Source: an optimization exercise on an open RTL-to-GDS flow (aim: small area, a short achievable clock period and few clock cycles per item). Production flows keep margins and buffers that such runs may drop. Where RTL was checked, it was by simulation tests only, not by an equivalence proof against the original. Power is estimated from default activity; no workload was simulated.

== lane 1 ==
// pe_core_v3
module pe_core_v3 (
    input clk,
    input rst_n,
    input [31:0] opcode,
    input [31:0] op1,
    input [31:0] op2,
    input [31:0] op3,
    input valid_in,
    output reg [31:0] result_out,
    output reg result_valid
);
Size in the first run: ~6400 cells after synthesis, about 730 flip-flops, ~160 I/O pins, roughly 58000 um^2 of cells after synthesis.
clock: 65.0 ns
lec_check: 0
cap_margin: 35
core_margin: 2
core_utilization: 55
slew_margin: 35
run.sh (not shown) runs the stock make flow with config.mk's settings and CLKGATE_MAP_FILE= SYNTH_SCRIPT=/design/flow/synth_recipe.tcl, a recipe that flattens the netlist after the stock synthesis.
The following lists how lane 2 was set up differently from lane 1:
==> flow/flow/run.sh (new file) <==
#!/bin/bash
set -euo pipefail
bash standard.sh "BUFFER_PORTS_ARGS=-buffer_cell sky130_fd_sc_hd__buf_2" \
  "SETUP_SLACK_MARGIN=50.9" finish > standard_flow.log 2>&1
==> flow/standard.sh (new file) <==
#!/bin/bash
# synth_recipe.tcl (not shown) runs the flow's synth.tcl, then flattens the netlist and writes it again
# the make line also repeats each setting of config.mk as NAME=value (left out here)
make -C /OpenROAD-flow-scripts/flow DESIGN_CONFIG=/design/flow/config.mk WORK_HOME=/design/flow/orfs CLKGATE_MAP_FILE= SYNTH_SCRIPT=/design/flow/synth_recipe.tcl "${@:-finish}"
removed: flow/run.sh
Against lane 1, lane 2 comes in 0.65 points lower on post-route clock period utilization. In lane 2 the critical path depth turned out 49 lower than in lane 1. Side by side, wire length of the first global-routing pass turned out higher in lane 2 than in lane 1. Per the comparison of lane 2 with lane 1, buffering stage count on the worst path with inverters included dropped 5; post-synthesis to final-layout area growth dropped 0.62 points; combinational group share of total power dropped 0.2 points; minimum period implied by the final worst setup slack dropped 0.42 ns; final cell area excluding filler cells dropped 360 um^2. Largest incremental delay on the critical path, lane 1 and lane 2: larger value in lane 1.
Function was not checked in any run of this note: the RTL went through the layout flow alone.

---

job 1285:
Another version of the RTL of pe_core_v3 (not shown whole).
For scale: roughly 7100 cells after synthesis, ~55000 µm² of cells after synthesis.
export LEC_CHECK = 0
export ABC_AREA = 1
export CAP_MARGIN = 35
export CORE_MARGIN = 2
export CORE_UTILIZATION = 55
export CTS_CLUSTER_DIAMETER = 200
export CTS_CLUSTER_SIZE = 22
export SLEW_MARGIN = 35
create_clock -name core_clock -period 65.0 [get_ports {clk}]
standard.sh (not shown) runs the stock make flow with config.mk's settings and CLKGATE_MAP_FILE= SYNTH_SCRIPT=/design/flow/synth_recipe.tcl, a recipe that flattens the netlist after the stock synthesis.
==> flow/flow/run.sh <==
#!/bin/bash
set -euo pipefail
bash standard.sh "BUFFER_PORTS_ARGS=-buffer_cell sky130_fd_sc_hd__buf_2" \
  "SETUP_SLACK_MARGIN=50.9" finish > standard_flow.log 2>&1
Job 1285: full flow OK, the timing, design-rule and antenna checks passed
Testbench counts of job 1285, summed over its fixed seeds: cycles 160,054, items 160,000.
Input-level comparison between job 6939 and job 1285:
Settings: ABC_AREA no longer set, was 1.
### Flow results
- Diff job 1285 -> job 6939 | pin count of the biggest net entering global routing | up by more than a quarter
- Diff job 1285 -> job 6939 | synthesized area divided by synthesized cell count | up by more than 10%
- Per the comparison of job 6939 with job 1285, worst setup slack after placement went down by 0.20 ns, number of antenna diodes moved up, proportion of cell area occupied by multi-input gates climbed 2.8 points.
- Compared with job 1285, job 6939 shows cell count that has gone down by more than 10%.
- Per the final summary, job 6939 finished and its layout is clean on timing, DRC and antenna.
Input-level comparison between job 5436 and job 6939:
Settings: a change of CORE_UTILIZATION from 55 to 65.
Job 5436 ends up with a global-route usage that is 6.6 points higher than in job 6939. Ratio of routed vias to standard cells was higher in job 5436 than in job 6939. Of the two candidates, job 6939 has the better global-route wire length before repair and job 5436 the worse one. As of job 5436, design area had fallen slightly compared to job 6939. Relative to job 6939, job 5436 degrades final critical-path setup slack. Job 5436 vs job 6939 — routed length on met3 climbed by more than half. Job 5436 vs job 6939: via count of the first global-routing pass up by a few percent.
Input changes introduced in job 865 (baseline for comparison: job 5436):
Settings: putting CTS_BUF_LIST at sky130_fd_sc_hd__clkbuf_16 sky130_fd_sc_hd__clkbuf_8 sky130_fd_sc_hd__clkbuf_4 where nothing was set; swapping 65 for 55 in CORE_UTILIZATION.
## What came out
Row number of DRC markers in iteration 0: job 865 lower / job 5436 higher. Going from job 5436 to job 865, wire length now sits lower; total leakage power now sits at about the same level; horizontal die dimension now sits higher; via count now sits lower. Job 865 | stages: all done | timing, DRC, antenna: all pass. Between job 5436 and job 865, the difference in share of the final layout cell area in sequential cells is negligible.
For job 6828, these inputs were changed with respect to job 865:
Settings: a change of CTS_CLUSTER_SIZE from 22 to 30; a change of CTS_CLUSTER_DIAMETER from 200 to 120; a deleted CTS_BUF_LIST that had been sky130_fd_sc_hd__clkbuf_16 sky130_fd_sc_hd__clkbuf_8 sky130_fd_sc_hd__clkbuf_4.
### Flow results
Re worst slack after detailed placement: no difference whatsoever between job 6828 and job 865. The final worst hold slack on job 865 is in line with that on job 6828. Status: clock buffer and inverter area fraction after layout parity (job 6828, job 865). Re number of H-tree levels: job 865 and job 6828 aren't equal, and the lower value belongs to job 6828. Compared job 6828 against job 865; clock group total power within noise.

---

Setup of trial 39:
pe_core_v3, a different RTL version from the one above (not shown whole).
Size in the first run: ~6,100 cells after synthesis, ~160 I/O pins, roughly 54,000 um2 of cells after synthesis.
==> flow/config.mk <==
export PLATFORM = sky130hd
export DESIGN_NAME = pe_core_v3
export DESIGN_NICKNAME = pe_core_v3
export VERILOG_FILES = /design/flow/design.v
export SDC_FILE = /design/flow/constraint.sdc
export NUM_CORES = 4
export LEC_CHECK = 0
export CAP_MARGIN = 35
export CORE_MARGIN = 2
export CORE_UTILIZATION = 55
export SLEW_MARGIN = 35
==> flow/constraint.sdc <==
create_clock -name core_clock -period 65.0 [get_ports {clk}]
set_input_delay 13.0000 -clock core_clock [delete_from_list [all_inputs] [get_ports {clk}]]
set_output_delay 13.0000 -clock core_clock [all_outputs]
set_load 0.01 [all_outputs]
Scripts as last shown in full above: flow/flow/run.sh
Setup changes, trial 39 to trial 38
Settings: an added CTS_CLUSTER_DIAMETER of 200; an added ABC_AREA of 1; an added CTS_CLUSTER_SIZE of 22.
[summary]
Trial 38 vs. trial 39: cell count went up by about 13%.
Between trial 39 and trial 38, synthesized cell count is lower for trial 39, trial 38 comes in above that.
Trial 39 → trial 38: clock network power share decreased 19 points; number of logic stages on the critical path including buffering saw a decrease; design area saw a decrease; post-layout total power increased 0.43 mW.
For trial 38, the most common library cell in the layout ignoring fill and taps was nand2_1, unlike trial 39, where it was ha_1.
Function was not checked in any run of this note: the RTL went through the layout flow alone.

---

== run A ==
RTL: one of the versions met above, not the one the previous note started from.
For scale: ~6000 cells after synthesis, about 650 flip-flops, about 160 I/O pins.
==> flow/config.mk <==
export PLATFORM = sky130hd
export DESIGN_NAME = pe_core_v3
export DESIGN_NICKNAME = pe_core_v3
export VERILOG_FILES = /design/flow/design.v
export SDC_FILE = /design/flow/constraint.sdc
export NUM_CORES = 4
export LEC_CHECK = 0
export CAP_MARGIN = 35
export CORE_MARGIN = 2
export CORE_UTILIZATION = 55
export SLEW_MARGIN = 35
==> flow/constraint.sdc <==
create_clock -name core_clock -period 65.0 [get_ports {clk}]
set_input_delay 13.0000 -clock core_clock [delete_from_list [all_inputs] [get_ports {clk}]]
set_output_delay 13.0000 -clock core_clock [all_outputs]
set_load 0.01 [all_outputs]
Scripts as last shown in full above: flow/flow/run.sh
Testbench counts of run A, summed over its fixed seeds: cycles 160,054, items 160,000.
Relative to run A, the following input files were edited for run B:
- an added CTS_CLUSTER_DIAMETER of 200
- an added CTS_CLUSTER_SIZE of 22
-- flow/flow/run.sh --
<<< run A, line 4
  "SETUP_SLACK_MARGIN=50.9" finish > standard_flow.log 2>&1
>>> run B, line 4
  "SETUP_SLACK_MARGIN=50.75" finish > standard_flow.log 2>&1
[summary]
~same maximum clock frequency in run A and run B
Looking at run A and run B, the worst hold slack is a wash.
Run B: global-route usage is 0.39 points lower than what run A reported.
Run B vs. run A: global-route wire length before repair went down by about 1%, number of global-route vias before repair went down by about 1.4%.
Per the comparison of run B with run A, share of cells above drive strength 1 moved down, end-of-flow core utilization moved down.
Final critical delay including setup and external delays: run A and run B compared, higher one is run A
Where sum of internal, switching and leakage power is concerned, run A is outperformed by run B.
For run C, these inputs were changed with respect to run B:
- CTS_CLUSTER_SIZE changed from 22 to 26
- CTS_CLUSTER_DIAMETER changed from 200 to 160
-- flow/flow/run.sh --
<<< run B, line 4
  "SETUP_SLACK_MARGIN=50.75" finish > standard_flow.log 2>&1
>>> run C, line 4
  "SETUP_SLACK_MARGIN=50.9" finish > standard_flow.log 2>&1
--- outcome ---
Timing, DRC, antenna: 0 failures across run C and run B
Total power of run C is lower than that of run B.
In run C relative to run B, non-clock buffer count had gone up by a few percent.
Run C against run B: clock period minus worst slack grew by 0.074 ns; number of cells on the worst reg-to-reg path did not really move; worst hold slack increased by 0.012 ns relative to the old numbers; portion of total power attributed to combinational logic went up 1.0 points.
Run C vs. run B: total routing usage reported by global routing decreased by 0.20 points relative to the old numbers; routing usage on met3 went down by 0.32 points.
Compared run C against run B; post-route fraction of the period consumed by the critical path within noise.
Higher cell-internal power was reported by run B, not run C.

---

Setup of garnet:
pe_core_v3, a different RTL version from the one above (not shown whole).
Size in the first run: about 6200 cells after synthesis, roughly 740 flip-flops, about 160 I/O pins, ~57000 µm² of cells after synthesis.
export LEC_CHECK = 0
export CAP_MARGIN = 35
export CORE_MARGIN = 2
export CORE_UTILIZATION = 55
export CTS_BUF_LIST = sky130_fd_sc_hd__clkbuf_4
export SLEW_MARGIN = 35
create_clock -name core_clock -period 65.0 [get_ports {clk}]
run.sh (not shown) runs the stock make flow with config.mk's settings and CLKGATE_MAP_FILE= SYNTH_SCRIPT=/design/flow/synth_recipe.tcl, a recipe that flattens the netlist after the stock synthesis.
Stock flow here: none of the scripts above is used.
Testbench counts of garnet, summed over its fixed seeds: cycles 160,062, items 160,000.
Modified inputs, ember compared to garnet
Settings: changing CORE_UTILIZATION from 55 to 70; changing CTS_BUF_LIST from sky130_fd_sc_hd__clkbuf_4 to sky130_fd_sc_hd__clkbuf_8.
- [compare] base=garnet new=ember: cell area reported after detailed placement -0.85%, non-clock buffer total of the final layout shows a reduction of 18.
- From garnet to ember the numbers moved as follows: initial antenna violation count dropped 3; routed wire length lower; standard-cell row count decreased 11%; number of diodes went down 12.
- ember: starting DRC count in detailed routing is 721 higher than what garnet reported.

[static timing again, ports no longer ideal]
In the flow no input, the clock included, has a driving cell. The finished layouts below were timed again as built, in two steps. Step 1: set_driving_cell puts a clkbuf_16 on clk and a buf_2 on each other input, an assumption about the parent block. Step 2, shift: input delay + t, output delay - t, t = (earliest + latest rising clock arrival at the registers) / 2. This alone moves slack from input paths to output paths. Slacks: ideal / step 1 / step 2; pairs: ideal / step 1.
| run | shift t [ns] | slack for setup (ns) | worst hold slack (ns) | latest minus earliest clock arrival (ns) | worst register clock-pin slew, ns |
|---|---|---|---|---|---|
| lane 1 | 0.752 | 50.397 / 50.369 / 50.397 | 0.300 / 0.300 / 0.300 | 0.036 / 0.037 | 0.07 / 0.07 |
| lane 2 | 0.758 | 50.817 / 50.740 / 51.498 | 0.298 / 0.298 / 0.298 | 0.050 / 0.050 | 0.07 / 0.07 |
| job 1285 | 0.684 | 50.904 / 50.830 / 51.515 | 0.318 / 0.318 / 0.318 | 0.045 / 0.045 | 0.11 / 0.11 |
| job 6939 | 0.707 | 50.895 / 50.817 / 51.524 | 0.310 / 0.310 / 0.310 | 0.063 / 0.063 | 0.11 / 0.11 |
| job 5436 | 0.674 | 50.846 / 50.774 / 51.449 | 0.330 / 0.330 / 0.330 | 0.034 / 0.033 | 0.10 / 0.10 |
| job 865 | 0.707 | 50.895 / 50.817 / 51.524 | 0.310 / 0.310 / 0.310 | 0.063 / 0.063 | 0.11 / 0.11 |
| job 6828 | 0.738 | 50.832 / 50.757 / 51.494 | 0.310 / 0.310 / 0.310 | 0.031 / 0.031 | 0.11 / 0.11 |
| trial 39 | 0.748 | 50.809 / 50.749 / 50.809 | 0.316 / 0.316 / 0.316 | 0.022 / 0.021 | 0.08 / 0.08 |
| trial 38 | 0.728 | 50.848 / 50.772 / 51.349 | 0.313 / 0.313 / 0.313 | 0.030 / 0.029 | 0.11 / 0.11 |
| run A | 0.720 | 50.855 / 50.780 / 51.500 | 0.312 / 0.312 / 0.312 | 0.039 / 0.039 | 0.08 / 0.08 |
| run B | 0.706 | 50.892 / 50.814 / 51.459 | 0.310 / 0.310 / 0.310 | 0.063 / 0.063 | 0.11 / 0.11 |
| run C | 0.728 | 50.819 / 50.742 / 51.469 | 0.322 / 0.322 / 0.322 | 0.048 / 0.047 | 0.12 / 0.12 |
| garnet | 1.193 | 50.011 / 49.934 / 51.128 | 0.255 / 0.255 / 0.255 | 0.115 / 0.115 | 0.09 / 0.09 |
| ember | 0.889 | 50.317 / 50.246 / 51.134 | 0.300 / 0.300 / 0.300 | 0.081 / 0.081 | 0.08 / 0.08 |
After both steps setup and hold are still met in every run listed.
